Source: an optimization exercise on an open RTL-to-GDS flow (aim: small area). Production flows keep margins and buffers that such runs may drop.
At most, simulation tests tie the RTL to the original design; equivalence was not proved.

==> v13 <==
## convolutional_layer_1
module convolutional_layer_1 (
  input signed [7:0] in,
  input clk, en,
  output signed [191:0] out
);
export LEC_CHECK = 0
export CAP_MARGIN = 20
export CORE_MARGIN = 2
export CORE_UTILIZATION = 45
export CTS_BUF_LIST = sky130_fd_sc_hd__clkbuf_16
export CTS_CLUSTER_DIAMETER = 100
export CTS_CLUSTER_SIZE = 25
export SLEW_MARGIN = 20
export SYNTH_HIERARCHICAL = 1
export SYNTH_MINIMUM_KEEP_SIZE = 0
create_clock -name core_clock -period 18.0 [get_ports {clk}]
standard.sh (not shown) runs the stock make flow with config.mk's settings and CLKGATE_MAP_FILE= SYNTH_SCRIPT=/design/flow/synth_recipe.tcl, a recipe that flattens the netlist after the stock synthesis.
==> flow/flow/run.sh <==
#!/bin/bash
# Standard synthesis, then the standard layout with small port buffers.
set -e
bash standard.sh synth > synth.log 2>&1
bash standard.sh BUFFER_PORTS_ARGS="-buffer_cell sky130_fd_sc_hd__buf_2" finish > layout.log 2>&1
==> v3 (differences from v13) <==
==> flow/flow/run.sh (replaced) <==
#!/bin/bash
# Standard synthesis, then the standard layout with small port buffers.
set -e
bash standard.sh synth > synth.log 2>&1
bash standard.sh BUFFER_PORTS_ARGS="-buffer_cell sky130_fd_sc_hd__buf_1" finish > layout.log 2>&1
CORE_UTILIZATION = 55   (was 45)
==> run summary <==
In synthesized cell count, v3 and v13 do not differ.
In synthesized area, v13 and v3 do not differ.
Die area: v13 is larger than v3 (about 22%).
v13 finished clean. v3 completed without violations.
In v13 the clock skew is lower than in v3, by 0.0019 ns.
Between v3 and v13, the lower final area is in v3 (gap 0.66%, measured against v13).
First-iteration DRC count: v3 is higher than v13 (about 18%).
==> figures <==
metric	v3	v13
Smallest setup slack after layout	0.5794 ns	0.1932 ns
Number of antenna violations at the first check in global routing	36	28
Starting utilization of the core area	55.52%	45.12%
Total number of nets in the final design	6,082	6,085
Layout filler cell count	9,477	13,810
Crit path time final	17.42 ns	17.81 ns
Critical path's largest stage delay	1.22 ns	1.14 ns
Status	complete, no violations	complete, no violations
Routed wire length on met3	49,450 µm	31,620 µm
DR WL/cell	52.50 µm	49.63 µm
Reg2Reg Capture Point	u[68][2]	u[69][0]
DR vias	38,070	36,450

---

==> maple <==
Another version of the RTL of convolutional_layer_1 (not shown whole).
Settings: LEC_CHECK=0, CAP_MARGIN=20, CORE_MARGIN=2, CORE_UTILIZATION=62, CTS_BUF_LIST=sky130_fd_sc_hd__clkbuf_16, CTS_CLUSTER_DIAMETER=100, CTS_CLUSTER_SIZE=25, SLEW_MARGIN=20, SYNTH_HIERARCHICAL=1, SYNTH_MINIMUM_KEEP_SIZE=0; clock period 18.0 ns.
==> flow/flow/run.sh <==
#!/bin/bash
# Standard synthesis and layout with small port buffers; after placement the constant
# output ports of each map share one tie cell.
set -e
bash standard.sh synth > synth.log 2>&1
bash standard.sh BUFFER_PORTS_ARGS="-buffer_cell sky130_fd_sc_hd__buf_1" GPL_KEEP_OVERFLOW=0 place > place.log 2>&1
ODB=orfs/results/sky130hd/convolutional_layer_1/base/3_place.odb openroad -no_init -exit flow/merge_ties.tcl > merge_ties.log 2>&1
bash standard.sh BUFFER_PORTS_ARGS="-buffer_cell sky130_fd_sc_hd__buf_1" GPL_KEEP_OVERFLOW=0 finish > layout.log 2>&1
==> flow/flow/merge_ties.tcl <==
# Let one tie cell drive all the constant output ports of a map instead of one tie cell each.
read_db $::env(ODB)
set block [[[ord::get_db] getChip] getBlock]
array set keep {}
set removed 0
foreach inst [$block getInsts] {
  if {[[$inst getMaster] getName] ne "sky130_fd_sc_hd__conb_1"} { continue }
  set net "NULL"
  set pin ""
  foreach it [$inst getITerms] {
    set n [$it getNet]
    if {$n ne "NULL" && [[$it getMTerm] getName] in {LO HI}} { set net $n; set pin [[$it getMTerm] getName] }
  }
  if {$net eq "NULL"} { continue }
  set bts [$net getBTerms]
  if {[llength $bts] != 1 || [llength [$net getITerms]] != 1} { continue }
  set name [[lindex $bts 0] getName]
  if {![regexp {^out\[(\d+)\]$} $name -> idx]} { continue }
  set key "$pin[expr {$idx / 32}]"
  if {![info exists keep($key)]} { set keep($key) $net; continue }
  set bt [lindex $bts 0]
  $bt disconnect
  $bt connect $keep($key)
  odb::dbInst_destroy $inst
  odb::dbNet_destroy $net
  incr removed
}
puts "merge_ties: removed $removed tie cells"
write_db $::env(ODB)
==> indigo: changes against maple <==
- CORE_UTILIZATION: 62 -> 55
- CTS_CLUSTER_DIAMETER: 100 -> 90
- CTS_CLUSTER_SIZE: 25 -> 28
==> results.toml <==
[outcome]
status = "finished clean"

[global_routing]
grt_first_pass_wirelength_um = 374000
grt_pass1_vias = 45949

[cts]
numCtsBuffers = 50

[placement]
place_ws_ps = 812
dpl.cell_count = 6268

[layout]
multi_input_area_share_pct = 63.0
seq_area_mm2 = 0.0213
buffers = 117
fin_nets = 6595
area_delta_synth_final_pct = 4.58

[worst_setup_path]
cpPeakStageDelay_ps = 940

[floorplanning]
die_w_um = 339
dieArea_mm2 = 0.115
That was maple.
==> results.toml <==
[outcome]
status = "finished clean"

[layout]
multi_input_area_share_pct = 62.9
fin_nets = 6591
seq_area_mm2 = 0.0213
buffers = 116
area_delta_synth_final_pct = 4.84

[global_routing]
grt_first_pass_wirelength_um = 366000

[synthesis]
synth_seq_area_share_pct = 30.6

[placement]
place_ws_ps = 916

[floorplanning]
dieArea_mm2 = 0.130
die_w_um = 360

[worst_setup_path]
cpPeakStageDelay_ps = 1040
That was indigo.

---

==> v14 <==
Another version of the RTL of convolutional_layer_1 (not shown whole).
==> flow/config.mk <==
export PLATFORM = sky130hd
export DESIGN_NAME = convolutional_layer_1
export DESIGN_NICKNAME = convolutional_layer_1
export VERILOG_FILES = /design/flow/design.v
export SDC_FILE = /design/flow/constraint.sdc
export NUM_CORES = 8
export LEC_CHECK = 0
export CAP_MARGIN = 20
export CORE_MARGIN = 2
export CORE_UTILIZATION = 55
export CTS_BUF_LIST = sky130_fd_sc_hd__clkbuf_16
export CTS_CLUSTER_DIAMETER = 100
export CTS_CLUSTER_SIZE = 25
export SLEW_MARGIN = 20
export SYNTH_HIERARCHICAL = 1
export SYNTH_MINIMUM_KEEP_SIZE = 0
==> flow/constraint.sdc <==
create_clock -name core_clock -period 18.0 [get_ports {clk}]
set_input_delay 3.6000 -clock core_clock [delete_from_list [all_inputs] [get_ports {clk}]]
set_output_delay 3.6000 -clock core_clock [all_outputs]
set_load 0.01 [all_outputs]
==> flow/flow/run.sh <==
#!/bin/bash
# Standard synthesis, then the standard layout with small port buffers.
set -e
bash standard.sh synth > synth.log 2>&1
bash standard.sh BUFFER_PORTS_ARGS="-buffer_cell sky130_fd_sc_hd__buf_1" finish > layout.log 2>&1
==> v11 (differences from v14) <==
--- a/flow/design.v
+++ b/flow/design.v
@@ -1,20 +1,40 @@
 module convolutional_layer_1 (
   input signed [7:0] in,
   input clk, en,
   output signed [191:0] out
 );
   reg [7:0] u [0:132];
   integer i;
-  always @(posedge clk) begin
-    if (en) begin
-      u[0] <= {~in[7], in[6:0]};
-      for (i = 1; i < 133; i = i + 1) u[i] <= u[i-1];
+  wire [16:0] en_n, en_p;
+  genvar g, b;
+  generate
+    for (g = 0; g < 17; g = g + 1) begin : sel
+      inv_cell in0 (.a(en), .y(en_n[g]));
+      inv_cell in1 (.a(en_n[g]), .y(en_p[g]));
+    end
+  endgenerate
+  wire [7:0] prv [0:132];
+  wire [7:0] nxt [0:132];
+  assign prv[0] = {~in[7], in[6:0]};
+  generate
+    for (g = 0; g < 133; g = g + 1) begin : hold
+      if (g > 0) begin : link
+        assign prv[g] = u[g-1];
+      end
+      for (b = 0; b < 8; b = b + 1) begin : bt
+        wire y;
+        hold_mux h (.d(prv[g][b]), .q(u[g][b]), .e(en_p[g / 8]), .e_n(en_n[g / 8]), .y(y));
+        assign nxt[g][b] = y;
+      end
     end
+  endgenerate
+  always @(posedge clk) begin
+    for (i = 0; i < 133; i = i + 1) u[i] <= nxt[i];
   end
   wire [7:0] x0 = u[0];
   wire [7:0] x1 = u[1];
   wire [7:0] x2 = u[2];
   wire [7:0] x3 = u[3];
   wire [7:0] x4 = u[4];
   wire [7:0] x5 = u[32];
   wire [7:0] x6 = u[33];
@@ -4350,8 +4370,14 @@
 module fa_cell (input a, b, c, output s, co);
   assign s = a ^ b ^ c;
   assign co = (a & b) | (a & c) | (b & c);
 endmodule
 module ha_cell (input a, b, output s, co);
   assign s = a ^ b;
   assign co = a & b;
 endmodule
+module hold_mux (input d, q, e, e_n, output y);
+  assign y = (d & e) | (q & e_n);
+endmodule
+module inv_cell (input a, output y);
+  assign y = ~a;
+endmodule
==> flow/flow/run.sh (replaced) <==
#!/bin/bash
# Standard synthesis and layout with small port buffers; after placement the constant
# output ports of each map share one tie cell.
set -e
bash standard.sh synth > synth.log 2>&1
bash standard.sh BUFFER_PORTS_ARGS="-buffer_cell sky130_fd_sc_hd__buf_1" place > place.log 2>&1
ODB=orfs/results/sky130hd/convolutional_layer_1/base/3_place.odb openroad -no_init -exit flow/merge_ties.tcl > merge_ties.log 2>&1
bash standard.sh BUFFER_PORTS_ARGS="-buffer_cell sky130_fd_sc_hd__buf_1" finish > layout.log 2>&1
==> flow/flow/merge_ties.tcl (new file) <==
# Let one tie cell drive all the constant output ports of a map instead of one tie cell each.
read_db $::env(ODB)
set block [[[ord::get_db] getChip] getBlock]
array set keep {}
set removed 0
foreach inst [$block getInsts] {
  if {[[$inst getMaster] getName] ne "sky130_fd_sc_hd__conb_1"} { continue }
  set net "NULL"
  set pin ""
  foreach it [$inst getITerms] {
    set n [$it getNet]
    if {$n ne "NULL" && [[$it getMTerm] getName] in {LO HI}} { set net $n; set pin [[$it getMTerm] getName] }
  }
  if {$net eq "NULL"} { continue }
  set bts [$net getBTerms]
  if {[llength $bts] != 1 || [llength [$net getITerms]] != 1} { continue }
  set name [[lindex $bts 0] getName]
  if {![regexp {^out\[(\d+)\]$} $name -> idx]} { continue }
  set key "$pin[expr {$idx / 32}]"
  if {![info exists keep($key)]} { set keep($key) $net; continue }
  set bt [lindex $bts 0]
  $bt disconnect
  $bt connect $keep($key)
  odb::dbInst_destroy $inst
  odb::dbNet_destroy $net
  incr removed
}
puts "merge_ties: removed $removed tie cells"
write_db $::env(ODB)
==> flow_summary.json <==
{
  "multi_input_area_share": 0.624,
  "synth.yosys.seq_area_share": 0.303,
  "vias_per_cell": 6.72,
  "outcome": "complete, no violations",
  "cp.depth": 29,
  "dp_hpwl_um": 254000
}
-- figures above: v11

==> flow_summary.json <==
{
  "outcome": "complete, no violations",
  "vias_per_cell": 6.36,
  "synth_fa_ha_area_frac": 0.510,
  "cp.depth": 32,
  "async_flop_share": 0,
  "path_max_fanout": 14,
  "syn_inst": 3582,
  "use_met3": 0.218,
  "dp_hpwl_um": 236000,
  "wl_met1_um": 98000
}
-- figures above: v14

Only the layout flow was run in v11; the RTL was not checked for function there.

static timing again, ports no longer ideal:
No port has a modelled driver above. Below, the same layouts with a new extraction and two added sets of constraints. Step 1 sets driving cells, clkbuf_16 on the clock port and buf_2 on the other inputs (assumed; they add their load-dependent delay and slew). Step 2, shift: input delay + t, output delay - t, t = (earliest + latest rising clock arrival at the registers) / 2. This alone moves slack from input paths to output paths. Three values: ideal ports, drivers, drivers and shift; two values: the first two.
run | shift t [ns] | setup slack, ns | worst setup path at the end | latest minus earliest clock arrival (ns)
v13 | 0.790 | 0.193 / 0.106 / 0.896 | register to output | 0.042 / 0.041
v3 | 0.791 | 0.579 / 0.494 / 1.286 | register to output | 0.047 / 0.047
maple | 0.753 | 0.363 / 0.286 / 1.039 | register to output | 0.062 / 0.062
indigo | 0.748 | 0.517 / 0.443 / 1.191 | register to output | 0.038 / 0.038
v14 | 0.779 | 0.559 / 0.480 / 1.259 | register to output | 0.070 / 0.070
v11 | 0.754 | 0.412 / 0.335 / 1.089 | register to output | 0.034 / 0.034
After both steps every run listed still meets setup and hold.
